Context: an optimization exercise on an open-source flow, tuned for small area and a short achievable clock period. The choices shown serve that exercise and are no tape-out recipe.
At most, simulation tests tie the RTL to the original design; equivalence was not proved.
For runs 3 and 4, only the layout was checked, not whether the RTL still works.
Power and IR drop assume default switching activity.

File: flow/config.mk
export PLATFORM = sky130hd
export DESIGN_NAME = sha256_pipe3
export DESIGN_NICKNAME = sha256_pipe3
export VERILOG_FILES = /design/flow/design.v
export SDC_FILE = /design/flow/constraint.sdc
export NUM_CORES = 4
export LEC_CHECK = 0
export CAP_MARGIN = 20
export CORE_MARGIN = 2
export CORE_UTILIZATION = 40
export CTS_BUF_LIST = sky130_fd_sc_hd__clkbuf_8
export CTS_CLUSTER_DIAMETER = 45
export CTS_CLUSTER_SIZE = 20
export SETUP_SLACK_MARGIN = 1.9
export SLEW_MARGIN = 20
File: flow/design.v
`timescale 1ns / 1ps
module sha256_pipe3 ( clk, state, state2, data, hash );
	input clk;
	input [255:0] state, state2;
	input [511:0] data;
	output reg [255:0] hash;
	localparam [31:0] K0 = 32'h428a2f98;
	localparam [31:0] K1 = 32'h71374491;
	localparam [31:0] K2 = 32'hb5c0fbcf;
	function [31:0] f_E0;
		input [31:0] x;
		f_E0 = {x[1:0],x[31:2]} ^ {x[12:0],x[31:13]} ^ {x[21:0],x[31:22]};
	endfunction
	function [31:0] f_E1;
		input [31:0] x;
		f_E1 = {x[5:0],x[31:6]} ^ {x[10:0],x[31:11]} ^ {x[24:0],x[31:25]};
	endfunction
	function [31:0] f_ch;
		input [31:0] x, y, z;
		f_ch = z ^ (x & (y ^ z));
	endfunction
	function [31:0] f_maj;
		input [31:0] x, y, z;
		f_maj = (x & y) | (z & (x | y));
	endfunction
	function [63:0] csa;
		input [31:0] x, y, z;
		begin
			csa[31:0]  = x ^ y ^ z;
			csa[63:32] = {((x[30:0] & y[30:0]) | (z[30:0] & (x[30:0] | y[30:0]))), 1'b0};
		end
	endfunction
	function [63:0] to_pg;
		input [63:0] cs;
		to_pg = {cs[31:0] & cs[63:32], cs[31:0] ^ cs[63:32]};
	endfunction
	function [31:0] add_pg;
		input [63:0] pg;
		reg [31:0] G, P;
		integer i, l;
		begin
			P = pg[31:0];
			G = pg[63:32];
			for (l = 1; l < 32; l = l * 2)
				for (i = 31; i >= l; i = i - 1) begin
					G[i] = G[i] | (P[i] & G[i-l]);
					P[i] = P[i] & P[i-l];
				end
			add_pg = pg[31:0] ^ {G[30:0], 1'b0};
		end
	endfunction
	wire [31:0] i_a = state[31:0];
	wire [31:0] i_b = state[63:32];
	wire [31:0] i_c = state[95:64];
	wire [31:0] i_d = state[127:96];
	wire [31:0] i_e = state[159:128];
	wire [31:0] i_f = state[191:160];
	wire [31:0] i_g = state[223:192];
	wire [31:0] i_h = state[255:224];
	wire [31:0] w0 = data[31:0];
	wire [31:0] w1 = data[63:32];
	wire [31:0] w2 = data[95:64];
	wire [31:0] r0_ch = f_ch(i_e, i_f, i_g);
	wire [31:0] r0_s1 = f_E1(i_e);
	wire [63:0] r0_p  = csa(i_h, w0, K0);                           
	wire [63:0] r0_pd = csa(r0_p[31:0], r0_p[63:32], i_d);
	wire [63:0] r0_q  = csa(r0_pd[31:0], r0_pd[63:32], r0_ch);
	wire [63:0] r0_e  = csa(r0_q[31:0], r0_q[63:32], r0_s1);       
	wire [63:0] r0_v  = csa(r0_p[31:0], r0_p[63:32], r0_ch);
	wire [63:0] r0_w  = csa(f_maj(i_a, i_b, i_c), r0_s1, f_E0(i_a));
	wire [63:0] r0_x  = csa(r0_v[31:0], r0_v[63:32], r0_w[31:0]);
	wire [63:0] r0_a  = csa(r0_x[31:0], r0_x[63:32], r0_w[63:32]);  
	reg [31:0] s1_a, s1_b, s1_c, s1_e, s1_f, s1_h1, s1_h2;
	reg [63:0] s1_e1, s1_a1;
	always @(posedge clk) begin
		s1_a  <= i_a;
		s1_b  <= i_b;
		s1_c  <= i_c;
		s1_e  <= i_e;
		s1_f  <= i_f;
		s1_e1 <= to_pg(r0_e);
		s1_a1 <= r0_a;
		s1_h1 <= i_g + w1 + K1;
		s1_h2 <= i_f + w2 + K2;
	end
	reg [31:0] s2_a, s2_b, s2_c, s2_e, s2_f, s2_e1, s2_a1, s2_h1, s2_h2;
	always @(posedge clk) begin
		s2_a  <= s1_a;
		s2_b  <= s1_b;
		s2_c  <= s1_c;
		s2_e  <= s1_e;
		s2_f  <= s1_f;
		s2_e1 <= add_pg(s1_e1);
		s2_a1 <= s1_a1[31:0] + s1_a1[63:32];
		s2_h1 <= s1_h1;
		s2_h2 <= s1_h2;
	end
	wire [31:0] r1_ch = f_ch(s2_e1, s2_e, s2_f);
	wire [63:0] r1_p  = csa(s2_h1, s2_c, r1_ch);
	wire [63:0] r1_e  = csa(r1_p[31:0], r1_p[63:32], f_E1(s2_e1));
	wire [63:0] r1_q  = csa(s2_h1, r1_ch, f_maj(s2_a1, s2_a, s2_b));
	wire [63:0] r1_u  = csa(f_E1(s2_e1), f_E0(s2_a1), r1_q[31:0]);
	wire [63:0] r1_a  = csa(r1_u[31:0], r1_u[63:32], r1_q[63:32]);
	reg [31:0] s3_a, s3_b, s3_e, s3_e1, s3_a1, s3_h2;
	reg [63:0] s3_e2, s3_a2;
	always @(posedge clk) begin
		s3_a  <= s2_a;
		s3_b  <= s2_b;
		s3_e  <= s2_e;
		s3_e1 <= s2_e1;
		s3_a1 <= s2_a1;
		s3_h2 <= s2_h2;
		s3_e2 <= to_pg(r1_e);
		s3_a2 <= r1_a;
	end
	reg [31:0] s4_a, s4_b, s4_e, s4_e1, s4_a1, s4_h2, s4_e2, s4_a2;
	always @(posedge clk) begin
		s4_a  <= s3_a;
		s4_b  <= s3_b;
		s4_e  <= s3_e;
		s4_e1 <= s3_e1;
		s4_a1 <= s3_a1;
		s4_h2 <= s3_h2;
		s4_e2 <= add_pg(s3_e2);
		s4_a2 <= s3_a2[31:0] + s3_a2[63:32];
	end
	wire [31:0] r2_ch = f_ch(s4_e2, s4_e1, s4_e);
	wire [63:0] r2_p  = csa(s4_h2, s4_b, r2_ch);
	wire [63:0] r2_e  = csa(r2_p[31:0], r2_p[63:32], f_E1(s4_e2));
	wire [63:0] r2_q  = csa(s4_h2, r2_ch, f_maj(s4_a2, s4_a1, s4_a));
	wire [63:0] r2_u  = csa(f_E1(s4_e2), f_E0(s4_a2), r2_q[31:0]);
	wire [63:0] r2_a  = csa(r2_u[31:0], r2_u[63:32], r2_q[63:32]);
	reg [31:0] s5_a, s5_e, s5_e1, s5_a1, s5_e2, s5_a2;
	reg [63:0] s5_e3, s5_a3;
	always @(posedge clk) begin
		s5_a  <= s4_a;
		s5_e  <= s4_e;
		s5_e1 <= s4_e1;
		s5_a1 <= s4_a1;
		s5_e2 <= s4_e2;
		s5_a2 <= s4_a2;
		s5_e3 <= r2_e;
		s5_a3 <= r2_a;
	end
	wire [16:0] r2_elo = s5_e3[15:0] + s5_e3[47:32];
	wire [16:0] r2_alo = s5_a3[15:0] + s5_a3[47:32];
	reg [31:0] s6_a, s6_e, s6_e1, s6_a1, s6_e2, s6_a2;
	reg [16:0] s6_e3lo, s6_a3lo;
	reg [31:0] s6_e3hi, s6_a3hi;
	always @(posedge clk) begin
		s6_a  <= s5_a;
		s6_e  <= s5_e;
		s6_e1 <= s5_e1;
		s6_a1 <= s5_a1;
		s6_e2 <= s5_e2;
		s6_a2 <= s5_a2;
		s6_e3lo <= r2_elo;
		s6_a3lo <= r2_alo;
		s6_e3hi <= {s5_e3[63:48], s5_e3[31:16]};
		s6_a3hi <= {s5_a3[63:48], s5_a3[31:16]};
	end
	wire [15:0] r2_ehi = s6_e3hi[15:0] + s6_e3hi[31:16] + s6_e3lo[16];
	wire [15:0] r2_ahi = s6_a3hi[15:0] + s6_a3hi[31:16] + s6_a3lo[16];
	reg [255:0] s7;
	always @(posedge clk)
		s7 <= {s6_e, s6_e1, s6_e2, r2_ehi, s6_e3lo[15:0], s6_a, s6_a1, s6_a2, r2_ahi, s6_a3lo[15:0]};
	always @(posedge clk)
		hash <= s7;
endmodule
File: flow/standard.sh
#!/bin/bash
# synth_recipe.tcl (not shown) runs the flow's synth.tcl, then flattens the netlist and writes it again
# the make line also repeats each setting of config.mk as NAME=value (left out here)
make -C /OpenROAD-flow-scripts/flow DESIGN_CONFIG=/design/flow/config.mk WORK_HOME=/design/flow/orfs CLKGATE_MAP_FILE= SYNTH_SCRIPT=/design/flow/synth_recipe.tcl "${@:-finish}"
File: flow/constraint.sdc
create_clock -name core_clock -period 4.2 [get_ports {clk}]
set_input_delay 0.8400 -clock core_clock [delete_from_list [all_inputs] [get_ports {clk}]]
set_output_delay 0.8400 -clock core_clock [all_outputs]
set_load 0.01 [all_outputs]
File: flow/flow/run.sh
#!/bin/bash
# Standard ORFS flow (standard.sh) with two changes:
#  - synthesis maps the logic with a delay-driven ABC script (flow/map.abc) and does not
#    pre-map adders to full/half-adder cells; registers and names are as in the standard synthesis
#  - port buffers are sky130_fd_sc_hd__buf_2
set -euo pipefail
W=$(pwd)
{
  echo 'proc abc {args} {'
  echo '  set i [lsearch $args -script]'
  echo '  if {$i >= 0} { set args [lreplace $args $i [expr {$i+1}]] }'
  echo "  yosys abc {*}\$args -script $W/flow/map.abc"
  echo '}'
  cat synth_recipe.tcl
} > my_synth.tcl
sed -e "s#SYNTH_SCRIPT=[^ ]*#SYNTH_SCRIPT=$W/my_synth.tcl ADDER_MAP_FILE= MATCH_CELL_FOOTPRINT=0#" standard.sh > my_standard.sh
export BUFFER_PORTS_ARGS="-buffer_cell sky130_fd_sc_hd__buf_2"
bash my_standard.sh > flow_make.log 2>&1
File: flow/flow/map.abc
strash
dch
map -D 1500
buffer -p
upsize -D 1500
dnsize -D 1500
==> metrics.cfg, run 1 <==
[placed_design]
dp_hpwl_mm = 250
port_buffers = 608
gp_congestion = 0.980
dpl_worst_slack_ns = 0.672

[power_and_ir_drop]
p_int_uw = 58600
seq_power_share = 0.358
power_frac_comb = 0.489
swShare = 0.440
switching_power_uw = 46000
leakagePower_uw = 0.0459
clkPwrFrac = 0.153
ir_worst_vdd_uv = 510
p_per_area_nw_per_um2 = 1040

[setup_path]
worst-path-buf-inv = 1
endpoint_kind = primary output
crit_chain = buf_6
start_kind = flop
cp_top_family = flip-flops
slowest_delay_ns = 0.40
critical-path-slowest-cell = dfxtp_4
crit_fanout = 1
crit_start = hash[192]$_DFF_P_
criticalPathCategory = flop to primary output
worstPathRequired_ns = 3.36
timing.rr.start = s2_a1[29]$_DFF_P_
critPathArrivalTime_ns = 1.56

[timing]
slew_viol_final = 0
max_freq_mhz = 417
tns_ns = 0
hold_viol_final = 0
slew_headroom = 0.383
fin_hold_ws_ns = 0.0896
setup_violations = 0
fin_crit_ns = 2.40
setup_slack_ns = 1.80
finalCritPeriodShare = 0.571
fin_skew_ns = 0.0585
worstMarginPinSlew_ns = 0.918
rsz0062_at_grt = yes

[global_route]
use_met3 = 0.0427
globalRouteTotalUtil = 0.279
grt_max_degree = 21
grt_pass1_wl_mm = 406
grt-ovfl-total = 0
grt_pass1_vias = 56174
grt_use_met1 = 0.371
antenna_found_initial = 112
globalRoute.busiestLayer = met2
met2_usage = 0.456

[floorplan]
initial_core_util = 0.401
io-pin-count = 1281
die_y_um = 456
num_rows = 166
die_w_um = 456
core_um2 = 204000
dieArea_um2 = 208000

[layout]
fin_util = 0.492
nets = 10839
drive_gt1_frac = 0.218
area_growth_pct = 22.5

[routing]
viasPerCell = 4.64
drc = 0
drtIter0Drc = 4019
post_drt_wl_per_cell_um = 23.5
ant_nets = 0
first_pass_iters = 8
vias = 59155
routed_wl_mm = 299

[synthesis]
ys_seq_area_frac = 0.569
yosys-top-cells-area = dfxtp_1 (57%), xor2_1 (8.5%), nand2_1 (8.1%)
synth_top_area_frac = 0.569
synth-edff-count = 0
yosysWarnings = 1
syn_avg_cell_area_um2 = 9.39
synth_seq_cells = 2327
synth_top_area_cell = dfxtp_1
synth_commonest_cells = dfxtp_1 (2327), nand2_1 (1763), nor2_1 (890)
synth_area_um2 = 81900
ys.flop_type = dfxtp_1
synth.most_common_cell = dfxtp_1
async_flop_share = 0
synth_cells = 8714
yosysUniqueCellTypes = 71
syn_nets = 9739

[clock_network]
clockBufferDepth = 3
cts_sinks = 2327
cts_buffers = 227
clock_latency_ns = 1.04
root_buffer = clkbuf_8
cts_tree = built
htree_num_levels = 4
clk_pin_slew_worst_paths_ns = 0.10

[status]
outcome = finished clean

[min_path]
min_from = state[184]
hp-class = input port to flop

[job]
maxCapViolCount = 0

per-stage QoR:
step | total power (uW) | instance area (um2) | std cells
global placement | 83100 | 89300 | 12074
global route | 111000 | 100000 | 12710
finish | 105000 | 100000 | 12752
floorplan | 67000 | 82400 | 8714
CTS | 102000 | 98000 | 12629
detailed placement | 83700 | 89300 | 12074
metal layers:
| layer | vias up | part of all wire | wire, um |
|---|---|---|---|
| met2 | 1779 | 0.46 | 136000 |
| met5 | - | 0.00083 | 249 |
| met3 | 459 | 0.057 | 17000 |
| li1 | 29699 | - | - |
| met1 | 27176 | 0.44 | 132000 |
| met4 | 42 | 0.044 | 13100 |
final timing paths:
kind / to / slack [ns] / depth (start not counted)
max reg2reg: s3_a2[27]$_DFF_P_ / 1.85 / 6
min reg2reg: s4_a1[22]$_DFF_P_ / 0.32 / 0
max: hash[192] / 1.80 / 1
min: s1_f[24]$_DFF_P_ / 0.09 / 1
layout by cell type, fill, tap and decap left out, types with 26 or more instances in the layout:
| master | Yosys | routed |
|---|---|---|
| a21oi_1 | 440 | 388 |
| diode_2 | 0 | 63 |
| o21ai_2 | 7 | 29 |
| dfxtp_2 | 0 | 228 |
| xor2_2 | 17 | 86 |
| clkbuf_8 | 1 | 235 |
| nor2_1 | 890 | 823 |
| buf_2 | 2 | 465 |
| nand4_1 | 31 | 31 |
| buf_6 | 0 | 146 |
| nand2_2 | 7 | 78 |
| nand3b_1 | 27 | 27 |
| and2_1 | 58 | 51 |
| xor2_1 | 792 | 712 |
| o21a_1 | 30 | 30 |
| inv_8 | 0 | 33 |
| nor3_1 | 67 | 48 |
| a21boi_0 | 49 | 43 |
| dfxtp_1 | 2327 | 2063 |
| or2_2 | 161 | 156 |
| inv_12 | 0 | 27 |
| xnor2_1 | 532 | 497 |
| o21ai_1 | 37 | 51 |
| dfxtp_4 | 0 | 36 |
| maj3_1 | 67 | 66 |
| or2_1 | 58 | 53 |
| buf_4 | 0 | 149 |
| dlygate4sd3_1 | 0 | 103 |
| mux2_2 | 26 | 26 |
| a21oi_2 | 4 | 54 |
| xnor2_2 | 1 | 30 |
| nor2_2 | 8 | 61 |
| inv_1 | 686 | 675 |
| o21ai_0 | 234 | 190 |
| nand3_1 | 140 | 122 |
| nand2_1 | 1763 | 1688 |
| inv_6 | 0 | 27 |
cell type report:
class / instances / area (um2)
repair buffers: 874 / 6340
clock inverters: 181 / 2290
well taps: 2688 / 3360
multi-input cells: 5692 / 35300
clock buffers: 235 / 3230
inverters: 692 / 2610
flip-flops and latches: 2327 / 47000
diodes: 63 / 158
fillers: 18892 / 104000
power groups by stage:
stage,Combinational (uW),Sequential [uW],Clock (uW)
finish,51100,37400,16000
global route,56000,38100,17200
CTS,48700,37300,16300
detailed placement,46200,37500,0
global placement,45700,37400,0
floorplan,32500,34500,0
cells by family (layout without fill, tap and decap cells):
family	count (synthesis)	after routing	share of synthesized area
and+or+nand+nor	3239	3239	0.164
DFF	2327	2327	0.569
xor gates and xnor gates	1360	1360	0.150
AOI/OAI and AO/OA	962	962	0.0680
buffers and inverters	695	1982	0.0320
adders and majority gates	71	71	0.00874
muxes	60	60	0.00777
other	0	63	0
repair_timing:
item / in CTS / in global routing
setup buffers: 36 / 60
hold endpoints to repair: 102 / 0
hold buffers: 103 / 0
gates resized for setup: 472 / 408
gates cloned: 0 / 0
endpoints found under the setup margin: 468 / 452
pin swaps: 45 / 81
registers in the layout, summed over array words and instances, names as in the netlist, 62 cells and up:
| signal | flops |
|---|---|
| s7 | 256 |
| s3_e2 | 62 |
| s1_a1 | 62 |
| s5_e3 | 63 |
| s3_a2 | 62 |
| s1_e1 | 62 |
| hash | 256 |
| s5_a3 | 62 |
==> inputs of run 2 (changes only) <==
--- a/flow/config.mk
+++ b/flow/config.mk
@@ -8,8 +8,8 @@
 export CAP_MARGIN = 20
 export CORE_MARGIN = 2
 export CORE_UTILIZATION = 40
-export CTS_BUF_LIST = sky130_fd_sc_hd__clkbuf_8
-export CTS_CLUSTER_DIAMETER = 45
-export CTS_CLUSTER_SIZE = 20
+export CTS_BUF_LIST = sky130_fd_sc_hd__clkbuf_16
+export CTS_CLUSTER_DIAMETER = 50
+export CTS_CLUSTER_SIZE = 32
 export SETUP_SLACK_MARGIN = 1.9
 export SLEW_MARGIN = 20
==> metrics.cfg, run 2 <==
[setup_path]
cp_top_family = simple AND/OR/NAND/NOR gates
worstPathRequired_ns = 4.97  ; +1.61 ns
rr_worst_depth = 9  ; +3
criticalPathCategory = input port to flop
crit_chain = clkbuf_4 -> nor2_4 -> inv_2 -> nand2_1 -> nor3_2 -> nor2_2 -> buf_4 -> nand2_1 -> inv_1 -> nand3_1 -> o41ai_2 -> buf_4 -> nand3_2 -> o21ai_2 -> xor2_1
start_kind = input port
worst-path-buf-inv = 5  ; +4
critical_path.endpoint = s1_h2[30]$_DFF_P_
cp.depth = 15  ; +14
rr_endpoint = s4_a2[30]$_DFF_P_
r2r_setup_slack_ns = 1.89  ; +0.04 ns
critPathArrivalTime_ns = 3.09  ; +1.53 ns
timing.rr.start = s3_a2[15]$_DFF_P_
slowest_delay_ns = 0.32  ; -0.08 ns
endpoint_kind = flop
critical-path-slowest-cell = o41ai_2
crit_fanout = 4  ; +3
crit_start = state[167]

[floorplan]
die_y_um = 456  ; unchanged
io-pin-count = 1281  ; unchanged
num_rows = 166  ; unchanged
dieArea_um2 = 208000  ; unchanged
die_w_um = 456  ; unchanged
initial_core_util = 0.401  ; unchanged
core_um2 = 204000  ; unchanged

[layout]
final_cell_area_um2 = 99700  ; -0.58%
drive_gt1_frac = 0.205  ; -0.0121
fin_util = 0.489  ; -0.00283
top_regs = hash (256), s7 (256), s5_e3 (63)
seq_area_um2 = 46800  ; -0.39%
nets = 10690  ; -1.4%
layout_common_cells = dfxtp_1 (2198), nand2_1 (1682), nor2_1 (803)
n_fill_cell = 18863  ; -0.15%
layout_commonest_cell = dfxtp_1
area_growth_pct = 21.8
multi_input_area_um2 = 35600  ; +0.77%

[synthesis]
synth_top_area_cell = dfxtp_1
syn_avg_cell_area_um2 = 9.39  ; unchanged
ys_seq_area_frac = 0.569  ; unchanged
synth_cells = 8714  ; unchanged
async_flop_share = 0  ; unchanged
syn_nets = 9739  ; unchanged
synth_seq_cells = 2327  ; unchanged
synth_commonest_cells = dfxtp_1 (2327), nand2_1 (1763), nor2_1 (890)
synth.most_common_cell = dfxtp_1
yosysWarnings = 1  ; unchanged
synth_area_um2 = 81900  ; unchanged
ys.flop_type = dfxtp_1
synth-edff-count = 0  ; unchanged
synth_top_area_frac = 0.569  ; unchanged
yosys-top-cells-area = dfxtp_1 (57%), xor2_1 (8.5%), nand2_1 (8.1%)
yosysUniqueCellTypes = 71  ; unchanged

[job]
maxCapViolCount = 0  ; unchanged

[clock_network]
cts_sinks = 2327  ; unchanged
clock_latency_ns = 0.87  ; -0.17 ns
cts_buffers = 181  ; -20%
htree_num_levels = 4  ; unchanged
root_buffer = clkbuf_16
clockBufferDepth = 3  ; unchanged
cts_tree = built
holdBufCountCts = 0  ; -100%
clk_pin_slew_worst_paths_ns = 0.10  ; about the same

[routing]
viasPerCell = 4.65  ; +0.35%
routed_wl_mm = 296  ; -1.0%
ant_nets = 0  ; unchanged
drtIter0Drc = 3853  ; -4.1%
drc = 0  ; unchanged
first_pass_iters = 5  ; -3
vias = 58466  ; -1.2%
post_drt_wl_per_cell_um = 23.6  ; +0.51%

[timing]
slew_headroom = 0.446  ; +0.0628
fin_crit_ns = 2.31  ; -0.0870 ns
hold_viol_final = 0  ; unchanged
fin_skew_ns = 0.0486  ; -0.00985 ns
rsz0062_at_grt = yes
max_freq_mhz = 432  ; +3.8%
tns_ns = 0  ; unchanged
finalCritPeriodShare = 0.551  ; -0.0207
setup_violations = 0  ; unchanged
worstMarginPinSlew_ns = 0.828  ; -0.0904 ns
slew_viol_final = 0  ; unchanged

[min_path]
hp-class = input port to flop

[global_route]
grt-ovfl-total = 0  ; unchanged
globalRouteTotalUtil = 0.277  ; -0.00192
grt_pass1_vias = 55395  ; -1.4%
use_met3 = 0.0436  ; +0.000983
grt_max_degree = 33  ; +57%
grt_use_met1 = 0.366  ; -0.00489
globalRoute.busiestLayer = met2
grt_pass1_wl_mm = 402  ; -0.97%
met2_usage = 0.453  ; -0.00283
antenna_found_initial = 119  ; +6.3%

[power_and_ir_drop]
p_per_area_nw_per_um2 = 1060  ; +2.1%
leakagePower_uw = 0.0457  ; -0.37%
ir_worst_vdd_uv = 547  ; +7.2%

[placed_design]
dp_hpwl_mm = 250  ; unchanged
gp_congestion = 0.980  ; unchanged
placement.cell_area_um2 = 89300  ; unchanged
port_buffers = 608  ; unchanged

[status]
outcome = finished clean

## run 2: timing repair
item	CTS	global route
resized for setup	334	321
buffers inserted	37	59
endpoints found under the setup margin	243	199
cloned	0	0
pin swaps	47	91
## run 2: cell families after synthesis
kind of cell               share of synthesized area
and+or+nand+nor                                0.164
DFF                                            0.569
xor gates and xnor gates                       0.150
AOI/OAI and AO/OA                             0.0680
buffers and inverters                         0.0320
adders and majority gates                    0.00874
muxes                                        0.00777
## run 2: how the worst min path moves through the flow
stage | startpoint | end | cells past startpoint
final | state[88] | s1_c[24]$_DFF_P_ | 1
after global routing | state[79] | s1_c[15]$_DFF_P_ | 1
after CTS | state[80] | s1_c[16]$_DFF_P_ | 1
after detailed placement | s7[151]$_DFF_P_ | hash[151]$_DFF_P_ | 0
after global placement | s6_a[0]$_DFF_P_ | s7[96]$_DFF_P_ | 0
after floorplan | s7[0]$_DFF_P_ | hash[0]$_DFF_P_ | 0
## run 2: stage by stage
stage | cells | hold slack, ns | power, uW | worst slack (ns)
2_1_floorplan | 8714 | 0.310 | 67000 | 1.80
3_3_place_gp | 12074 | 0.310 | 83100 | 0.687
3_5_place_dp | 12074 | 0.312 | 83700 | 0.672
4_1_cts | 12451 | 0.0247 | 105000 | 1.73
5_1_grt | 12526 | 0.0526 | 113000 | 1.77
6_report | 12560 | 0.0897 | 106000 | 1.89
## run 2: power by group
part	internal [uW]	leakage [uW]	switching, uW
combinational	19900	0.0228	30300
sequential	31100	0.0196	6160
clock	9150	0.00326	9610
total	60100	0.0457	46100
## run 2: per-layer routing
layer | vias to the layer above | share of wire
met5 | - | 0.0011
met4 | 56 | 0.048
met3 | 504 | 0.057
met2 | 1727 | 0.45
met1 | 26809 | 0.44
li1 | 29370 | -
## run 2: layout make-up
type | instances | area share
antenna | 50 | 0.00125
clock buffer | 186 | 0.0467
clock inverter | 154 | 0.0217
inverter | 692 | 0.0262
multi-input combinational | 5692 | 0.357
sequential | 2327 | 0.469
tap | 2688 | 0.0337
timing repair buffer | 771 | 0.0442
==> inputs of run 3 (changes only) <==
--- a/flow/design.v
+++ b/flow/design.v
@@ -42,10 +42,11 @@
 			P = pg[31:0];
 			G = pg[63:32];
 			for (l = 1; l < 32; l = l * 2)
-				for (i = 31; i >= l; i = i - 1) begin
-					G[i] = G[i] | (P[i] & G[i-l]);
-					P[i] = P[i] & P[i-l];
-				end
+				for (i = 31; i >= 0; i = i - 1)
+					if ((i / l) % 2 == 1) begin
+						G[i] = G[i] | (P[i] & G[(i / l) * l - 1]);
+						P[i] = P[i] & P[(i / l) * l - 1];
+					end
 			add_pg = pg[31:0] ^ {G[30:0], 1'b0};
 		end
 	endfunction
@@ -91,7 +92,7 @@
 		s2_e  <= s1_e;
 		s2_f  <= s1_f;
 		s2_e1 <= add_pg(s1_e1);
-		s2_a1 <= s1_a1[31:0] + s1_a1[63:32];
+		s2_a1 <= add_pg(to_pg(s1_a1));
 		s2_h1 <= s1_h1;
 		s2_h2 <= s1_h2;
 	end
@@ -122,7 +123,7 @@
 		s4_a1 <= s3_a1;
 		s4_h2 <= s3_h2;
 		s4_e2 <= add_pg(s3_e2);
-		s4_a2 <= s3_a2[31:0] + s3_a2[63:32];
+		s4_a2 <= add_pg(to_pg(s3_a2));
 	end
 	wire [31:0] r2_ch = f_ch(s4_e2, s4_e1, s4_e);
 	wire [63:0] r2_p  = csa(s4_h2, s4_b, r2_ch);
==> metrics.cfg, run 3 <==
[status]
outcome = finished clean

[routing]
routed_wl_mm = 268  ; -9.7%
ant_nets = 0  ; unchanged
vias = 56023  ; -4.2%
drc = 0  ; unchanged
post_drt_wl_per_cell_um = 21.9  ; -7.0%
viasPerCell = 4.59  ; -1.3%
drtIter0Drc = 3712  ; -3.7%
first_pass_iters = 6  ; +1

[timing]
slew_headroom = 0.410  ; -0.0360
worstMarginPinSlew_ns = 0.876  ; +0.0476 ns
hold_viol_final = 0  ; unchanged
slew_viol_final = 0  ; unchanged
fin_crit_ns = 2.34  ; +0.0260 ns
tns_ns = 0  ; unchanged
rsz0062_at_grt = yes
setup_slack_ns = 1.86  ; -0.0260 ns
finalCritPeriodShare = 0.557  ; +0.00618
max_freq_mhz = 428  ; -1.1%
setup_violations = 0  ; unchanged
fin_skew_ns = 0.0635  ; +0.0149 ns

[setup_path]
timing.rr.start = s4_e2[28]$_DFF_P_
critPathArrivalTime_ns = 3.06  ; -0.03 ns
criticalPathCategory = input port to flop
crit_chain = buf_2 -> nand2_2 -> inv_2 -> nor2_1 -> nor2_1 -> nor2_2 -> a21oi_2 -> buf_4 -> o21ai_1 -> a21oi_1 -> buf_4 -> o211ai_1 -> a211oi_1 -> o21ai_1 -> xor2_1
worst-path-buf-inv = 4  ; -1
crit_fanout = 4  ; unchanged
start_kind = input port
rr_endpoint = s5_a3[28]$_DFF_P_
cp_top_family = compound AO/OA/AOI/OAI gates
worstPathRequired_ns = 4.92  ; -0.05 ns
slowest_delay_ns = 0.25  ; -0.07 ns
r2r_setup_slack_ns = 1.92  ; +0.03 ns
rr_worst_depth = 7  ; -2
endpoint_kind = flop
critical-path-slowest-cell = a21oi_2

[layout]
final_cell_area_um2 = 97400  ; -2.3%
area_growth_pct = 20.9
layout_common_cells = dfxtp_1 (2209), nand2_1 (1617), nor2_1 (754)
nets = 10352  ; -3.2%
layout_commonest_cell = dfxtp_1
drive_gt1_frac = 0.194  ; -0.0118
top_regs = hash (256), s7 (256), s5_e3 (63)

[synthesis]
synth.most_common_cell = dfxtp_1
ys.flop_type = dfxtp_1
synth-edff-count = 0  ; unchanged
async_flop_share = 0  ; unchanged
synth_top_area_frac = 0.578  ; +0.00916
syn_avg_cell_area_um2 = 9.54  ; +1.6%
synth_top_area_cell = dfxtp_1
ys_seq_area_frac = 0.578  ; +0.00916
synth_seq_cells = 2327  ; unchanged
synth_area_um2 = 80600  ; -1.6%
yosysWarnings = 1  ; unchanged
yosysUniqueCellTypes = 70  ; -1.4%
synth_cells = 8443  ; -3.1%
yosys-top-cells-area = dfxtp_1 (58%), xor2_1 (8.8%), nand2_1 (7.9%)
syn_nets = 9468  ; -2.8%
synth_commonest_cells = dfxtp_1 (2327), nand2_1 (1686), nor2_1 (827)

[floorplan]
die_y_um = 453  ; -0.79%
dieArea_um2 = 205000  ; -1.6%
core_um2 = 200000  ; -2.0%
num_rows = 164  ; -1.2%
io-pin-count = 1281  ; unchanged
die_w_um = 453  ; -0.79%
initial_core_util = 0.403  ; +0.00174

[placed_design]
gp_congestion = 0.957  ; -2.3%
dp_hpwl_mm = 224  ; -11%
placement.cell_area_um2 = 88000  ; -1.6%
port_buffers = 608  ; unchanged
dpl_worst_slack_ns = 0.519  ; -0.153 ns

[power_and_ir_drop]
ir_worst_vdd_uv = 503  ; -8.0%
p_per_area_nw_per_um2 = 1040  ; -2.0%
leakagePower_uw = 0.0449  ; -1.8%

[job]
maxCapViolCount = 0  ; unchanged

[global_route]
grt_max_degree = 33  ; unchanged
grt_pass1_vias = 52068  ; -6.0%
globalRouteTotalUtil = 0.254  ; -0.0234
grt_pass1_wl_mm = 365  ; -9.4%
antenna_found_initial = 158  ; +33%
grt-ovfl-total = 0  ; unchanged

[clock_network]
cts_tree = built
htree_num_levels = 4  ; unchanged
clock_latency_ns = 0.86  ; about the same
clk_pin_slew_worst_paths_ns = 0.08  ; -0.02 ns
cts_buffers = 177  ; -2.2%
cts_sinks = 2327  ; unchanged
clockBufferDepth = 3  ; unchanged
root_buffer = clkbuf_16
holdBufCountCts = 0  ; unchanged

[min_path]
min_to = s1_c[30]$_DFF_P_
min_from = state[94]
min_path_cells = 1  ; unchanged
hp-class = input port to flop

run 3: metrics by stage:
step / power (uW) / instances / util / hold slack [ns]
3_5_place_dp: 80300 / 11738 / 0.440 / 0.312
2_1_floorplan: 66200 / 8443 / - / 0.310
4_1_cts: 101000 / 12104 / 0.481 / 0.0419
5_1_grt: 108000 / 12161 / 0.487 / 0.0688
3_3_place_gp: 79500 / 11738 / 0.440 / 0.311
6_report: 102000 / 12199 / 0.487 / 0.106
run 3: logic make-up after synthesis:
| group | after synthesis | share of synthesized area |
|---|---|---|
| adders and majority gates | 72 | 0.00898 |
| and+or+nand+nor | 3040 | 0.156 |
| DFF | 2327 | 0.578 |
| muxes | 61 | 0.00800 |
| AOI/OAI and AO/OA | 873 | 0.0630 |
| buffers and inverters | 696 | 0.0325 |
| xor gates and xnor gates | 1374 | 0.153 |
run 3: metal layers:
metal | GRT usage | up-vias | share of wire
li1 | - | 28292 | -
met1 | 0.346 | 25331 | 0.46
met2 | 0.387 | 1783 | 0.42
met3 | 0.0495 | 549 | 0.063
met4 | 0.118 | 68 | 0.053
met5 | 0 | - | 0.0016
run 3: layout make-up:
class                           instances  area (um2)
Sequential cell                      2327       46800
Inverter                              691        2610
Fill cell                           18390      102000
Tap cell                             2656        3320
Multi-Input combinational cell       5420       33700
Timing Repair Buffer                  710        3950
Clock inverter                        155        2480
Antenna cell                           61         153
Clock buffer                          179        4480
run 3: how the worst max path moves through the flow:
stage / start / end / slack, ns / depth (start not counted)
after floorplan: data[7] / s1_e1[8]$_DFF_P_ / 1.79 / 12
after global placement: state[174] / s1_h2[31]$_DFF_P_ / 0.58 / 11
after detailed placement: state[174] / s1_h2[31]$_DFF_P_ / 0.52 / 11
after CTS: s2_e1[22]$_DFF_P_ / s3_a2[29]$_DFF_P_ / 1.84 / 8
after global routing: state[181] / s1_h2[30]$_DFF_P_ / 1.78 / 13
final: state[181] / s1_h2[30]$_DFF_P_ / 1.86 / 15
run 3: what timing repair did:
item,4_1_cts,5_1_grt
pin swaps,27,49
setup buffers,32,34
gates resized for setup,240,222
setup endpoints to repair,211,179
endpoints found under the hold margin,0,0
run 3: worst register-to-register path: stages (launching register included):
cell and delay [ns]:
dfxtp_4 0.44, mux2_2 0.40, or2_2 0.31, nand2_1 0.14
xor2_2 0.21, xor2_1 0.29, xnor2_1 0.18, xor2_1 0.23
run 3: report_power, final:
group	switching (uW)	leakage [uW]	internal, uW
clock	9670	0.00332	9500
sequential	6050	0.0196	31000
combinational	26700	0.0220	18700
==> inputs of run 4 (changes only) <==
==> flow/flow/map.abc (replaced) <==
strash
&get -n
&dch
&nf -D 1500
&put
buffer -p
upsize -D 1500
dnsize -D 1500
==> metrics.cfg, run 4 <==
[routing]
first_pass_iters = 5  ; -1
drc = 0  ; unchanged
vias = 49809  ; -11%
post_drt_wl_per_cell_um = 24.0  ; +9.2%
viasPerCell = 4.62  ; +0.58%
drtIter0Drc = 2960  ; -20%
routed_wl_mm = 258  ; -3.4%
ant_nets = 0  ; unchanged

[timing]
slew_viol_final = 0  ; unchanged
setup_violations = 0  ; unchanged
finalCritPeriodShare = 0.573  ; +0.0167
fin_crit_ns = 2.41  ; +0.0700 ns
slew_headroom = 0.451  ; +0.0405
fin_skew_ns = 0.0477  ; -0.0158 ns
tns_ns = 0  ; unchanged
max_freq_mhz = 415  ; -2.9%
hold_viol_final = 0  ; unchanged
worstMarginPinSlew_ns = 0.818  ; -0.0574 ns
rsz0062_at_grt = yes

[floorplan]
io-pin-count = 1281  ; unchanged
dieArea_um2 = 200000  ; -2.2%
die_w_um = 448  ; -1.1%
die_y_um = 448  ; -1.1%
initial_core_util = 0.403  ; about the same
num_rows = 162  ; -1.2%
core_um2 = 195000  ; -2.3%

[synthesis]
yosysWarnings = 1  ; unchanged
ys.flop_type = dfxtp_1
synthMuxAreaShare = 0.0122  ; +0.00422
synth_commonest_cells = dfxtp_1 (2327), xnor2_1 (1047), nor2_1 (635)
syn_avg_cell_area_um2 = 11.2  ; +17%
synth_area_um2 = 78700  ; -2.2%
yosysUniqueCellTypes = 76  ; +8.6%
synth.most_common_cell = dfxtp_1
yosys-top-cells-area = dfxtp_1 (59%), xnor2_1 (12%), xor2_1 (7.0%)
syn_nets = 8069  ; -15%
synth_seq_cells = 2327  ; unchanged
synth_top_area_cell = dfxtp_1
synth-edff-count = 0  ; unchanged
synth_top_family_by_area = XOR/XNOR gates
synthXorXnorAreaFrac = 0.195  ; +0.0422
synth_top_area_frac = 0.592  ; +0.0133
async_flop_share = 0  ; unchanged
synthAdderAreaFrac = 0.0385  ; +0.0295
synth_cells = 7044  ; -17%
synth_simple_gate_area_frac = 0.0928  ; -0.0632
ys_seq_area_frac = 0.592  ; +0.0133
synth-compound-area-share = 0.0594  ; -0.00361

[setup_path]
endpoint_kind = flop
crit_chain = xnor2_4 -> o21ai_2 -> a211o_1 -> a221o_2 -> a31oi_4 -> buf_12 -> nor4_4 -> buf_6 -> o31ai_4 -> xnor2_2
worst-path-buf-inv = 2  ; -2
start_kind = flop
crit_fanout = 6  ; +2
cp_top_family = compound AO/OA/AOI/OAI gates
critical-path-slowest-cell = a221o_2
slowest_delay_ns = 0.41  ; +0.16 ns
critPathArrivalTime_ns = 3.16  ; +0.10 ns
worstPathRequired_ns = 4.95  ; +0.03 ns
criticalPathCategory = flop to flop

[power_and_ir_drop]
p_int_uw = 62600  ; +5.7%
switching_power_uw = 43000  ; +1.3%
power_frac_comb = 0.475  ; +0.028
clkPwrFrac = 0.169  ; -0.020
leakagePower_uw = 0.0397  ; -12%
swShare = 0.407  ; -0.0103
power.total_uw = 106000  ; +3.8%
ir_worst_vdd_uv = 487  ; -3.2%
p_per_area_nw_per_um2 = 1090  ; +4.0%
seq_power_share = 0.357  ; -0.008

[clock_network]
clockBufferDepth = 3  ; unchanged
cts_buffers = 165  ; -6.8%
cts_sinks = 2327  ; unchanged
cts_tree = built
clk_pin_slew_worst_paths_ns = 0.10  ; +0.02 ns
clock_latency_ns = 0.85  ; about the same
htree_num_levels = 4  ; unchanged
root_buffer = clkbuf_16

[placed_design]
dp_hpwl_mm = 216  ; -3.3%
port_buffers = 608  ; unchanged
gp_congestion = 0.928  ; -3.1%
placement.cell_area_um2 = 87600  ; -0.40%

[global_route]
grt-ovfl-total = 0  ; unchanged
grt_pass1_vias = 47338  ; -9.1%
grt_pass1_wl_mm = 348  ; -4.6%
globalRouteTotalUtil = 0.252  ; -0.00208
grt_max_degree = 33  ; unchanged
antenna_found_initial = 126  ; -20%

[layout]
n_fill_cell = 17345  ; -5.7%
nets = 8998  ; -13%
top_regs = hash (256), s7 (256), s5_e3 (63)
layout_common_cells = dfxtp_1 (2206), xnor2_1 (891), buf_2 (605)
drive_gt1_frac = 0.230  ; +0.0364
area_growth_pct = 23.6
final_cell_area_um2 = 97300  ; -0.13%
layout_commonest_cell = dfxtp_1

[job]
maxCapViolCount = 0  ; unchanged

[min_path]
hp-class = input port to flop

[status]
outcome = finished clean

## run 4: changes by cell type after synthesis, moves of 161 or more
cell,change
nand2_1,-1273
xnor2_1,+503
inv_1,-490
maj3_1,+233
nor2b_1,+223
nor2_1,-192
xor2_1,-176
or2_2,-161
## run 4: cell families (layout without fill, tap and decap cells)
kind of cell | count (synthesis) | in the layout
AND/OR/NAND/NOR | 1602 | 1602
buffers and inverters | 211 | 1280
adder cells (fa/ha/maj) | 303 | 303
XOR/XNOR | 1710 | 1710
other | 0 | 46
AO/OA/AOI/OAI | 796 | 796
multiplexers | 95 | 95
flip-flops | 2327 | 2327
## run 4: repair_timing
action / in CTS / in global routing
setup buffers: 51 / 54
gates cloned: 0 / 0
setup endpoints to repair: 256 / 201
resized for setup: 322 / 278
pin swaps: 68 / 87
hold buffers: 0 / 0
## run 4: final timing paths
path | startpoint | endpoint | slack, ns | cells after the start
max | s1_a1[39]$_DFF_P_ | s2_a1[26]$_DFF_P_ | 1.79 | 10
min reg2reg | s3_e2[0]$_DFF_P_ | s4_e2[0]$_DFF_P_ | 0.30 | 0
min | state[59] | s1_b[27]$_DFF_P_ | 0.11 | 1
max reg2reg | s1_a1[39]$_DFF_P_ | s2_a1[26]$_DFF_P_ | 1.79 | 10
## run 4: layout make-up
cell class / count / area [um2] / area share
diodes: 46 / 115 / 0.00118
clock buffers: 173 / 4330 / 0.0445
clock inverters: 134 / 1940 / 0.0200
inverters: 196 / 736 / 0.00756
multi-input cells: 4506 / 35600 / 0.366
flip-flops and latches: 2327 / 46800 / 0.481
well taps: 2624 / 3280 / 0.0337
repair buffers: 777 / 4470 / 0.0459
## run 4: worst reg2reg max path: cells and delay by family (launching register included)
kind | cells | cell delay (ns)
AOI/OAI and AO/OA | 5 | 1.23
xor gates and xnor gates | 2 | 0.38
DFF | 1 | 0.36
buffers and inverters | 2 | 0.32
and+or+nand+nor | 1 | 0.06
## run 4: power by group through the flow
stage          Sequential (uW)  Clock, uW  Combinational (uW)
5_1_grt                  38300      19000               54800
4_1_cts                  37500      18200               48300
3_3_place_gp             37700          0               45200
6_report                 37700      17800               50100
2_1_floorplan            35100          0               33700
3_5_place_dp             37900          0               45700
## run 4: per-layer routing
metal | up-vias | global-route usage | routed length [um]
met4 | 42 | 0.121 | 13500
met1 | 23019 | 0.349 | 121000
met5 | - | 0 | 251
li1 | 24784 | - | -
met2 | 1495 | 0.381 | 110000
met3 | 469 | 0.0413 | 14000
## run 4: stage by stage
| step | std cells | hold slack, ns | util | worst slack [ns] |
|---|---|---|---|---|
| 2_1_floorplan | 7044 | 0.310 | - | 1.65 |
| 6_report | 10783 | 0.113 | 0.498 | 1.79 |
| 3_3_place_gp | 10325 | 0.311 | 0.449 | 0.474 |
| 5_1_grt | 10749 | 0.0739 | 0.498 | 1.71 |
| 3_5_place_dp | 10325 | 0.312 | 0.449 | 0.629 |
| 4_1_cts | 10683 | 0.0395 | 0.490 | 1.71 |
==> inputs of run 5 (changes only) <==
--- a/flow/design.v
+++ b/flow/design.v
@@ -71,8 +71,8 @@
 	wire [63:0] r0_w  = csa(f_maj(i_a, i_b, i_c), r0_s1, f_E0(i_a));
 	wire [63:0] r0_x  = csa(r0_v[31:0], r0_v[63:32], r0_w[31:0]);
 	wire [63:0] r0_a  = csa(r0_x[31:0], r0_x[63:32], r0_w[63:32]);  
-	reg [31:0] s1_a, s1_b, s1_c, s1_e, s1_f, s1_h1, s1_h2;
-	reg [63:0] s1_e1, s1_a1;
+	reg [31:0] s1_a, s1_b, s1_c, s1_e, s1_f, s1_w2;
+	reg [63:0] s1_e1, s1_a1, s1_h1;
 	always @(posedge clk) begin
 		s1_a  <= i_a;
 		s1_b  <= i_b;
@@ -81,10 +81,11 @@
 		s1_f  <= i_f;
 		s1_e1 <= to_pg(r0_e);
 		s1_a1 <= r0_a;
-		s1_h1 <= i_g + w1 + K1;
-		s1_h2 <= i_f + w2 + K2;
+		s1_h1 <= csa(i_g, w1, K1);
+		s1_w2 <= w2;
 	end
-	reg [31:0] s2_a, s2_b, s2_c, s2_e, s2_f, s2_e1, s2_a1, s2_h1, s2_h2;
+	reg [31:0] s2_a, s2_b, s2_c, s2_e, s2_f, s2_e1, s2_a1, s2_h1;
+	reg [63:0] s2_h2;
 	always @(posedge clk) begin
 		s2_a  <= s1_a;
 		s2_b  <= s1_b;
@@ -93,8 +94,8 @@
 		s2_f  <= s1_f;
 		s2_e1 <= add_pg(s1_e1);
 		s2_a1 <= add_pg(to_pg(s1_a1));
-		s2_h1 <= s1_h1;
-		s2_h2 <= s1_h2;
+		s2_h1 <= add_pg(to_pg(s1_h1));
+		s2_h2 <= csa(s1_f, s1_w2, K2);
 	end
 	wire [31:0] r1_ch = f_ch(s2_e1, s2_e, s2_f);
 	wire [63:0] r1_p  = csa(s2_h1, s2_c, r1_ch);
@@ -110,7 +111,7 @@
 		s3_e  <= s2_e;
 		s3_e1 <= s2_e1;
 		s3_a1 <= s2_a1;
-		s3_h2 <= s2_h2;
+		s3_h2 <= add_pg(to_pg(s2_h2));
 		s3_e2 <= to_pg(r1_e);
 		s3_a2 <= r1_a;
 	end
==> flow/flow/map.abc (replaced) <==
strash
dch
map -D 1500
buffer -p
upsize -D 1500
dnsize -D 1500
--- a/flow/config.mk
+++ b/flow/config.mk
@@ -7,9 +7,9 @@
 export LEC_CHECK = 0
 export CAP_MARGIN = 20
 export CORE_MARGIN = 2
-export CORE_UTILIZATION = 40
+export CORE_UTILIZATION = 42
 export CTS_BUF_LIST = sky130_fd_sc_hd__clkbuf_16
-export CTS_CLUSTER_DIAMETER = 50
-export CTS_CLUSTER_SIZE = 32
+export CTS_CLUSTER_DIAMETER = 55
+export CTS_CLUSTER_SIZE = 36
 export SETUP_SLACK_MARGIN = 1.9
 export SLEW_MARGIN = 20
==> metrics.cfg, run 5 <==
[power_and_ir_drop]
power_frac_comb = 0.456  ; -0.019
swShare = 0.421  ; +0.0140
power.total_uw = 101000  ; -4.1%
p_per_area_nw_per_um2 = 1030  ; -5.1%
clkPwrFrac = 0.175  ; +0.006
seq_power_share = 0.369  ; +0.012
p_int_uw = 58600  ; -6.3%
switching_power_uw = 42700  ; -0.76%
leakagePower_uw = 0.0459  ; +15%
ir_worst_vdd_uv = 431  ; -12%

[layout]
drive_gt1_frac = 0.201  ; -0.0289
n_fill_cell = 17417  ; +0.42%
layout_common_cells = dfxtp_1 (2250), nand2_1 (1808), nor2_1 (796)
nets = 10470  ; +16%
top_regs = hash (256), s7 (256)
final_cell_area_um2 = 98400  ; +1.1%
area_growth_pct = 20.6
layout_commonest_cell = dfxtp_1

[setup_path]
crit_fanout = 4  ; -2
worstPathRequired_ns = 4.88  ; -0.07 ns
r2r_setup_slack_ns = 1.83  ; +0.04 ns
slowest_delay_ns = 0.47  ; +0.06 ns
crit_chain = nor2_4 -> o21ai_2 -> maj3_2 -> a21oi_4 -> o21ai_4 -> buf_4 -> a21oi_2 -> a21oi_1 -> xor2_2
critPathArrivalTime_ns = 3.04  ; -0.12 ns
critical-path-slowest-cell = xor2_2
start_kind = flop
criticalPathCategory = flop to flop
endpoint_kind = flop

[floorplan]
io-pin-count = 1281  ; unchanged
die_y_um = 445  ; -0.68%
die_w_um = 445  ; -0.68%
core_um2 = 193000  ; -1.2%
num_rows = 161  ; -0.62%
dieArea_um2 = 198000  ; -1.4%
initial_core_util = 0.423  ; +0.0196

[synthesis]
synth_top_area_frac = 0.586  ; -0.00508
yosysWarnings = 1  ; unchanged
async_flop_share = 0  ; unchanged
synth_cells = 8539  ; +21%
yosysUniqueCellTypes = 75  ; -1.3%
synth_area_um2 = 81500  ; +3.6%
syn_nets = 9564  ; +19%
syn_avg_cell_area_um2 = 9.55  ; -15%
synth_top_area_cell = dfxtp_1
synth.most_common_cell = dfxtp_1
synth-edff-count = 0  ; unchanged
ys_seq_area_frac = 0.586  ; -0.00508
synth_seq_cells = 2389  ; +2.7%
yosys-top-cells-area = dfxtp_1 (59%), xor2_1 (8.9%), nand2_1 (8.6%)
synth_commonest_cells = dfxtp_1 (2389), nand2_1 (1860), nor2_1 (841)
ys.flop_type = dfxtp_1

[placed_design]
port_buffers = 608  ; unchanged
placement.cell_area_um2 = 88600  ; +1.1%
gp_congestion = 1.00  ; +7.8%
dpl_worst_slack_ns = 0.968  ; +0.339 ns
dp_hpwl_mm = 209  ; -3.4%

[global_route]
grt_pass1_wl_mm = 349  ; +0.23%
antenna_found_initial = 112  ; -11%
grt_max_degree = 37  ; +12%
globalRoute.busiestLayer = met2
grt-ovfl-total = 0  ; unchanged
met2_usage = 0.369  ; -0.0112
grt_use_met1 = 0.359  ; +0.0101
grt_pass1_vias = 50706  ; +7.1%
use_met3 = 0.0407  ; -0.000558
globalRouteTotalUtil = 0.250  ; -0.00193

[routing]
ant_nets = 0  ; unchanged
routed_wl_mm = 254  ; -1.8%
drc = 0  ; unchanged
post_drt_wl_per_cell_um = 20.8  ; -13%
vias = 54811  ; +10%
first_pass_iters = 5  ; unchanged
drtIter0Drc = 3701  ; +25%
viasPerCell = 4.50  ; -2.6%

[timing]
finalCritPeriodShare = 0.564  ; -0.00988
fin_skew_ns = 0.0575  ; +0.00976 ns
rsz0062_at_grt = yes
max_freq_mhz = 423  ; +1.8%
tns_ns = 0  ; unchanged
slew_headroom = 0.426  ; -0.0248
worstMarginPinSlew_ns = 0.855  ; +0.0370 ns
slew_viol_final = 0  ; unchanged
setup_violations = 0  ; unchanged
hold_viol_final = 0  ; unchanged
setup_slack_ns = 1.83  ; +0.0415 ns
fin_crit_ns = 2.37  ; -0.0415 ns

[clock_network]
cts_buffers = 160  ; -3.0%
root_buffer = clkbuf_16
clock_latency_ns = 0.86  ; about the same
cts_sinks = 2389  ; +2.7%
clk_pin_slew_worst_paths_ns = 0.10  ; about the same
clockBufferDepth = 3  ; unchanged
cts_tree = built
htree_num_levels = 4  ; unchanged

[job]
maxCapViolCount = 0  ; unchanged

[min_path]
hp-class = input port to flop

[status]
outcome = finished clean

## run 5: area by class of cell
cell class | instances | area (um2) | share of cell area
clock inverter | 133 | 2100 | 0.0214
multi-input combinational | 5444 | 33700 | 0.343
clock buffer | 165 | 4130 | 0.0420
antenna | 70 | 175 | 0.00178
tap | 2526 | 3160 | 0.0321
timing repair buffer | 751 | 4370 | 0.0444
sequential | 2389 | 48100 | 0.489
inverter | 699 | 2650 | 0.0270
## run 5: final timing paths
path                    start           endpoint  cells after the start
max          s1_h1[2]$_DFF_P_  s2_h1[13]$_DFF_P_                      9
min                  data[88]  s1_w2[24]$_DFF_P_                      1
max reg2reg  s1_h1[2]$_DFF_P_  s2_h1[13]$_DFF_P_                      9
min reg2reg   s1_c[6]$_DFF_P_    s2_c[6]$_DFF_P_                      0
## run 5: logic make-up after synthesis
kind of cell,synth area share
buffers and inverters,0.0328
DFF,0.586
AOI/OAI and AO/OA,0.0571
muxes,0.00654
adders and majority gates,0.00473
xor gates and xnor gates,0.145
and+or+nand+nor,0.167
## run 5: power by group through the flow
stage / Clock, uW / Combinational, uW / Sequential [uW]
2_1_floorplan: 0 / 31800 / 34900
3_3_place_gp: 0 / 42500 / 37600
3_5_place_dp: 0 / 43100 / 37700
4_1_cts: 18000 / 44500 / 37400
5_1_grt: 18900 / 51200 / 38000
6_report: 17700 / 46200 / 37400
## run 5: stage by stage
stage / cells / utilization / hold WS, ns
6_report: 12177 / 0.510 / 0.108
3_3_place_gp: 11691 / 0.459 / 0.311
4_1_cts: 12049 / 0.501 / 0.0431
3_5_place_dp: 11691 / 0.459 / 0.312
2_1_floorplan: 8539 / - / 0.310
5_1_grt: 12129 / 0.510 / 0.0672
## run 5: routing by layer
layer / up-vias / share of wire / wire length (um)
li1: 28361 / - / -
met1: 24492 / 0.48 / 122000
met2: 1541 / 0.42 / 105000
met3: 387 / 0.059 / 15000
met4: 30 / 0.042 / 10700
met5: - / 0.00069 / 174
## run 5: worst max-delay path: cells and delay by family, from the launching register on
family / cells / cell delay (ns)
AO/OA/AOI/OAI: 5 / 0.71
XOR/XNOR: 1 / 0.47
adder cells (fa/ha/maj): 1 / 0.40
flip-flops: 1 / 0.35
buffers and inverters: 1 / 0.15
AND/OR/NAND/NOR: 1 / 0.11
## run 5: what timing repair did
item                                    4_1_cts  5_1_grt
endpoints found under the setup margin      285      212
cloned                                        2        0
gates resized for setup                     329      243
setup buffers                                58       58
pin swaps                                    75       82
endpoints found under the hold margin         0        0
hold buffers                                  0        0
==> inputs of run 6 (changes only) <==
--- a/flow/config.mk
+++ b/flow/config.mk
@@ -7,9 +7,9 @@
 export LEC_CHECK = 0
 export CAP_MARGIN = 20
 export CORE_MARGIN = 2
-export CORE_UTILIZATION = 42
+export CORE_UTILIZATION = 40
 export CTS_BUF_LIST = sky130_fd_sc_hd__clkbuf_16
-export CTS_CLUSTER_DIAMETER = 55
+export CTS_CLUSTER_DIAMETER = 50
 export CTS_CLUSTER_SIZE = 36
 export SETUP_SLACK_MARGIN = 1.9
 export SLEW_MARGIN = 20
==> metrics.cfg, run 6 <==
[status]
outcome = finished clean

[global_route]
globalRoute.busiestLayer = met2
grt_pass1_wl_mm = 358  ; +2.8%
grt_pass1_vias = 51363  ; +1.3%
met2_usage = 0.363  ; -0.00680
grt-ovfl-total = 0  ; unchanged
grt_use_met1 = 0.351  ; -0.00803
grt_max_degree = 37  ; unchanged
use_met3 = 0.0371  ; -0.00360
globalRouteTotalUtil = 0.243  ; -0.00653
antenna_found_initial = 102  ; -8.9%

[setup_path]
worstPathRequired_ns = 4.94  ; +0.06 ns
rr_endpoint = s2_h1[31]$_DFF_P_
start_kind = flop
rr_worst_depth = 12  ; +3
endpoint_kind = flop
timing.rr.start = s1_h1[1]$_DFF_P_
criticalPathCategory = flop to flop
crit_fanout = 5  ; +1
critPathArrivalTime_ns = 3.06  ; +0.02 ns
r2r_setup_slack_ns = 1.88  ; +0.05 ns

[routing]
drc = 0  ; unchanged
routed_wl_mm = 258  ; +1.8%
first_pass_iters = 5  ; unchanged
viasPerCell = 4.46  ; -0.91%
drtIter0Drc = 4010  ; +8.3%
vias = 55013  ; +0.37%
ant_nets = 0  ; unchanged
post_drt_wl_per_cell_um = 20.9  ; +0.54%

[clock_network]
htree_num_levels = 4  ; unchanged
clockBufferDepth = 3  ; unchanged
clk_pin_slew_worst_paths_ns = 0.08  ; -0.02 ns
cts_sinks = 2389  ; unchanged
cts_buffers = 186  ; +16%
cts_tree = built
clock_latency_ns = 0.88  ; +0.02 ns
root_buffer = clkbuf_16
holdBufCountCts = 0  ; unchanged

[min_path]
hp-class = input port to flop
min_path_cells = 1  ; unchanged
min_from = data[88]
min_to = s1_w2[24]$_DFF_P_

[timing]
setup_violations = 0  ; unchanged
fin_crit_ns = 2.32  ; -0.0513 ns
worstMarginPinSlew_ns = 0.787  ; -0.0683 ns
finalCritPeriodShare = 0.551  ; -0.0122
max_freq_mhz = 432  ; +2.2%
slew_headroom = 0.470  ; +0.0441
hold_viol_final = 0  ; unchanged
tns_ns = 0  ; unchanged
rsz0062_at_grt = yes
fin_skew_ns = 0.0596  ; +0.00215 ns
fin_hold_ws_ns = 0.0875  ; -0.0207 ns
slew_viol_final = 0  ; unchanged

[layout]
n_fill_cell = 18444  ; +5.9%
area_growth_pct = 22.1
layout_commonest_cell = dfxtp_1
multi_input_area_um2 = 33700  ; +0.10%
drive_gt1_frac = 0.205  ; +0.00430
seq_area_um2 = 48100  ; about the same
top_regs = hash (256), s7 (256)
layout_common_cells = dfxtp_1 (2243), nand2_1 (1802), nor2_1 (797)
nets = 10480  ; +0.096%

[floorplan]
io-pin-count = 1281  ; unchanged
die_y_um = 456  ; +2.4%
die_w_um = 456  ; +2.4%
initial_core_util = 0.403  ; -0.0199
dieArea_um2 = 207000  ; +5.0%
num_rows = 165  ; +2.5%
core_um2 = 202000  ; +4.9%

[power_and_ir_drop]
leakagePower_uw = 0.0464  ; +1.1%
power_frac_comb = 0.447  ; -0.009
seq_power_share = 0.361  ; -0.008
clkPwrFrac = 0.193  ; +0.018
switching_power_uw = 43600  ; +2.2%
swShare = 0.420  ; -0.000876
ir_worst_vdd_uv = 523  ; +21%
p_int_uw = 60100  ; +2.5%
p_per_area_nw_per_um2 = 1040  ; +1.1%

[job]
maxCapViolCount = 0  ; unchanged

[placed_design]
gp_congestion = 0.960  ; -3.9%
port_buffers = 608  ; unchanged
dp_hpwl_mm = 213  ; +1.8%

[synthesis]
yosysUniqueCellTypes = 75  ; unchanged
synth_cells = 8539  ; unchanged
synth_simple_gate_area_frac = 0.167  ; unchanged
yosys-top-cells-area = dfxtp_1 (59%), xor2_1 (8.9%), nand2_1 (8.6%)
synth_seq_cells = 2389  ; unchanged
synthAdderAreaFrac = 0.00473  ; unchanged
synth.most_common_cell = dfxtp_1
async_flop_share = 0  ; unchanged
synth-compound-area-share = 0.0571  ; unchanged
syn_avg_cell_area_um2 = 9.55  ; unchanged
synth-edff-count = 0  ; unchanged
synth_top_area_frac = 0.586  ; unchanged
ys.flop_type = dfxtp_1
synth_area_um2 = 81500  ; unchanged
synth_top_area_cell = dfxtp_1
syn_nets = 9564  ; unchanged
synth_top_family_by_area = simple AND/OR/NAND/NOR gates
synthMuxAreaShare = 0.00654  ; unchanged
synthXorXnorAreaFrac = 0.145  ; unchanged
ys_seq_area_frac = 0.586  ; unchanged
synth_commonest_cells = dfxtp_1 (2389), nand2_1 (1860), nor2_1 (841)
yosysWarnings = 1  ; unchanged

## run 6: cell counts after synthesis
No cell type changed its count.
## run 6: how the worst max path moves through the flow
stage,cells past startpoint,slack [ns],from,endpoint
global placement,11,0.95,state[138],s1_a1[5]$_DFF_P_
CTS,11,1.74,s1_h1[34]$_DFF_P_,s2_h1[31]$_DFF_P_
detailed placement,10,0.87,state[138],s1_a1[4]$_DFF_P_
floorplan,12,1.76,data[19],s1_e1[19]$_DFF_P_
finish,12,1.88,s1_h1[1]$_DFF_P_,s2_h1[31]$_DFF_P_
global route,13,1.73,s3_a2[24]$_DFF_P_,s4_a2[31]$_DFF_P_
## run 6: power by group through the flow
| stage | combinational, uW | sequential [uW] | clock, uW |
|---|---|---|---|
| after floorplan | 31800 | 34900 | 0 |
| after global placement | 42600 | 37700 | 0 |
| after detailed placement | 43200 | 37800 | 0 |
| after CTS | 44700 | 37400 | 20400 |
| after global routing | 51400 | 38100 | 21300 |
| final | 46300 | 37400 | 20000 |
## run 6: routing by layer
| layer | part of all wire | vias up |
|---|---|---|
| li1 | - | 28405 |
| met1 | 0.48 | 24493 |
| met2 | 0.41 | 1655 |
| met3 | 0.058 | 428 |
| met4 | 0.045 | 32 |
| met5 | 0.00082 | - |
## run 6: worst max-delay path, cell delays in order (launching register included)
cell and delay, ns:
dfxtp_2 0.36, nand2_4 0.06, o21ai_4 0.15, maj3_2 0.30, a21oi_4 0.09, o21ai_4 0.23
nand4_1 0.18, nand2_4 0.19, clkinvlp_4 0.13, buf_6 0.15, nor3_2 0.15, nor2_2 0.07
xor2_1 0.14
## run 6: kinds of logic (layout without fill, tap and decap cells)
logic type,count (synthesis),after routing
xor gates and xnor gates,1318,1318
DFF,2389,2389
buffers and inverters,707,1786
other,0,43
AOI/OAI and AO/OA,765,765
and+or+nand+nor,3274,3275
adders and majority gates,38,38
muxes,48,48
## run 6: layout make-up
type	count	area share
flip-flops and latches	2389	0.483
repair buffers	735	0.0426
clock buffers	188	0.0472
clock inverters	164	0.0271
multi-input cells	5444	0.339
diodes	43	0.00108
well taps	2672	0.0336
inverters	699	0.0266
## run 6: what timing repair did
item / 4_1_cts / 5_1_grt
setup buffers: 48 / 53
pin swaps: 48 / 81
gates cloned: 1 / 0
setup endpoints to repair: 298 / 234
gates resized for setup: 308 / 285
## run 6: per-stage QoR
step	std cells	cell area (um2)	worst slack (ns)	power, uW	util
final	12334	99600	1.88	104000	0.492
after global routing	12302	99500	1.73	111000	0.492
after CTS	12238	97800	1.74	102000	0.483
after detailed placement	11837	88800	0.871	81000	0.439
after global placement	11837	88800	0.950	80200	0.439
after floorplan	8539	82200	1.76	66600	-
==> inputs of run 7 (changes only) <==
==> flow/flow/map.abc (replaced) <==
strash
dch
map -D 1700
buffer -p
upsize -D 1700
dnsize -D 1700
--- a/flow/config.mk
+++ b/flow/config.mk
@@ -10,6 +10,6 @@
 export CORE_UTILIZATION = 40
 export CTS_BUF_LIST = sky130_fd_sc_hd__clkbuf_16
 export CTS_CLUSTER_DIAMETER = 50
-export CTS_CLUSTER_SIZE = 36
+export CTS_CLUSTER_SIZE = 32
 export SETUP_SLACK_MARGIN = 1.9
 export SLEW_MARGIN = 20
==> metrics.cfg, run 7 <==
[setup_path]
worstPathRequired_ns = 4.96  ; +0.02 ns
critPathArrivalTime_ns = 3.13  ; +0.07 ns
r2r_setup_slack_ns = 1.83  ; -0.06 ns
rr_worst_depth = 13  ; +1
criticalPathCategory = flop to flop
endpoint_kind = flop
start_kind = flop
crit_fanout = 5  ; unchanged
rr_endpoint = s4_a2[29]$_DFF_P_
timing.rr.start = s3_a2[5]$_DFF_P_

[routing]
routed_wl_mm = 252  ; -2.6%
ant_nets = 0  ; unchanged
drtIter0Drc = 3719  ; -7.3%
vias = 54325  ; -1.3%
post_drt_wl_per_cell_um = 20.6  ; -1.7%
viasPerCell = 4.44  ; -0.39%
drc = 0  ; unchanged
first_pass_iters = 6  ; +1

[synthesis]
synth_area_um2 = 80300  ; -1.5%
synth-edff-count = 0  ; unchanged
synth_cells = 8364  ; -2.0%
ys.flop_type = dfxtp_1
synth_top_area_frac = 0.595  ; +0.00896
yosysWarnings = 1  ; unchanged
ys_seq_area_frac = 0.595  ; +0.00896
synth_top_area_cell = dfxtp_1
synth_commonest_cells = dfxtp_1 (2389), nand2_1 (1421), nor2_1 (964)
yosysUniqueCellTypes = 69  ; -8.0%
syn_nets = 9389  ; -1.8%
syn_avg_cell_area_um2 = 9.60  ; +0.56%
synth_seq_cells = 2389  ; unchanged
synth.most_common_cell = dfxtp_1
async_flop_share = 0  ; unchanged
yosys-top-cells-area = dfxtp_1 (60%), xor2_1 (8.7%), nand2_1 (6.6%)

[global_route]
grt-ovfl-total = 0  ; unchanged
antenna_found_initial = 120  ; +18%
grt_pass1_vias = 50913  ; -0.88%
globalRouteTotalUtil = 0.240  ; -0.00311
grt_pass1_wl_mm = 348  ; -2.7%
grt_max_degree = 33  ; -11%

[layout]
drive_gt1_frac = 0.216  ; +0.0104
layout_common_cells = dfxtp_1 (2229), nand2_1 (1362), nor2_1 (902)
area_growth_pct = 23.3
n_fill_cell = 18245  ; -1.1%
multi_input_area_um2 = 32300  ; -4.3%
layout_commonest_cell = dfxtp_1
nets = 10372  ; -1.0%
seq_area_um2 = 48200  ; +0.16%
top_regs = hash (256), s7 (256)

[timing]
tns_ns = 0  ; unchanged
hold_viol_final = 0  ; unchanged
rsz0062_at_grt = yes
worstMarginPinSlew_ns = 0.896  ; +0.109 ns
fin_crit_ns = 2.37  ; +0.0562 ns
finalCritPeriodShare = 0.565  ; +0.0134
slew_headroom = 0.396  ; -0.0738
slew_viol_final = 0  ; unchanged
fin_skew_ns = 0.0568  ; -0.00286 ns
setup_violations = 0  ; unchanged
max_freq_mhz = 422  ; -2.4%

[placed_design]
dp_hpwl_mm = 207  ; -2.8%
port_buffers = 608  ; unchanged
gp_congestion = 0.930  ; -3.2%

[clock_network]
clockBufferDepth = 3  ; unchanged
holdBufCountCts = 0  ; unchanged
clk_pin_slew_worst_paths_ns = 0.08  ; about the same
cts_tree = built
root_buffer = clkbuf_16
htree_num_levels = 4  ; unchanged
cts_sinks = 2389  ; unchanged
clock_latency_ns = 0.87  ; about the same
cts_buffers = 189  ; +1.6%

[floorplan]
initial_core_util = 0.402  ; -0.000773
num_rows = 164  ; -0.61%
dieArea_um2 = 204000  ; -1.5%
die_w_um = 452  ; -0.75%
core_um2 = 200000  ; -1.3%
die_y_um = 452  ; -0.75%
io-pin-count = 1281  ; unchanged

[min_path]
hp-class = input port to flop
min_to = s1_w2[25]$_DFF_P_
min_from = data[89]
min_path_cells = 1  ; unchanged

[power_and_ir_drop]
ir_worst_vdd_uv = 451  ; -14%
power.total_uw = 102000  ; -2.1%
p_per_area_nw_per_um2 = 1030  ; -1.5%
leakagePower_uw = 0.0459  ; -0.96%

[job]
maxCapViolCount = 0  ; unchanged

[status]
outcome = finished clean

run 7: cell types whose count changed in the layout (fill, tap and decap cells not counted), sizes merged, moves of 59 or more:
cell	change
nand2	-435
inv	+156
nor2	+130
o21ai	+73
buf	+59
mux2i	+59
run 7: kinds of logic after synthesis:
family          count (synthesis)  share of synthesized area
simple gates                 2919                      0.152
compound gates                853                     0.0629
buf+inv                       853                     0.0401
mux                            67                    0.00838
fa+ha+maj                      53                    0.00660
xor+xnor                     1230                      0.134
flops                        2389                      0.595
run 7: cell type report:
| type | count | share of cell area |
|---|---|---|
| Sequential cell | 2389 | 0.487 |
| Multi-Input combinational cell | 5123 | 0.326 |
| Clock buffer | 191 | 0.0483 |
| Timing Repair Buffer | 794 | 0.0473 |
| Tap cell | 2656 | 0.0336 |
| Inverter | 850 | 0.0328 |
| Clock inverter | 168 | 0.0240 |
| Antenna cell | 56 | 0.00142 |
run 7: how the worst max path moves through the flow:
stage | from | slack, ns | end
detailed placement | state[149] | 0.97 | s1_a1[28]$_DFF_P_
CTS | s3_e2[16]$_DFF_P_ | 1.76 | s4_e2[29]$_DFF_P_
global placement | state[149] | 0.96 | s1_a1[29]$_DFF_P_
finish | s3_a2[5]$_DFF_P_ | 1.83 | s4_a2[29]$_DFF_P_
global route | s3_a2[24]$_DFF_P_ | 1.77 | s4_a2[31]$_DFF_P_
floorplan | state[251] | 1.69 | s1_e1[27]$_DFF_P_
run 7: power breakdown:
group | internal, uW | leakage, uW | switching [uW]
sequential | 31500 | 0.0202 | 5850
clock | 9620 | 0.00344 | 9970
combinational | 17900 | 0.0223 | 26700
run 7: metrics by stage:
stage | worst slack (ns) | cells | hold slack, ns | utilization | cell area (um2)
after floorplan | 1.69 | 8364 | 0.310 | - | 80900
after CTS | 1.76 | 12108 | 0.0208 | 0.487 | 97100
final | 1.83 | 12227 | 0.0772 | 0.496 | 99000
after detailed placement | 0.969 | 11650 | 0.312 | 0.438 | 87400
after global placement | 0.963 | 11650 | 0.311 | 0.438 | 87400
after global routing | 1.77 | 12184 | 0.0444 | 0.495 | 98900
run 7: what timing repair did:
item                                    in CTS  in global routing
endpoints found under the hold margin        0                  0
pin swaps                                   79                 90
endpoints found under the setup margin     272                194
resized for setup                          441                289
cloned                                       3                  0
setup buffers                               96                 63
run 7: per-layer routing:
metal,vias up,share of wire,track usage
li1,27968,-,-
met1,24280,0.49,0.354
met2,1583,0.40,0.345
met3,444,0.056,0.0371
met4,50,0.049,0.105
met5,-,0.0011,0
run 7: worst max-delay path: stages (launching register included):
cell       delay, ns
dfxtp_2         0.34
and2_4          0.16
nor2_4          0.14
nand2_2         0.08
nor3_2          0.22
nor2_2          0.10
nor3_2          0.23
a2111oi_4       0.05
buf_4           0.18
o21ai_4         0.22
buf_6           0.16
clkbuf_16       0.15
a31oi_2         0.08
xor2_1          0.14

Re-timed with assumed drivers on the ports (clkbuf_16 on the clock, buf_2 on other inputs), run 7 has 1.828 ns of setup slack against 1.828 ns with ideal ports, and 1.007 ns once port delays also move by the mid clock arrival of 0.919 ns.
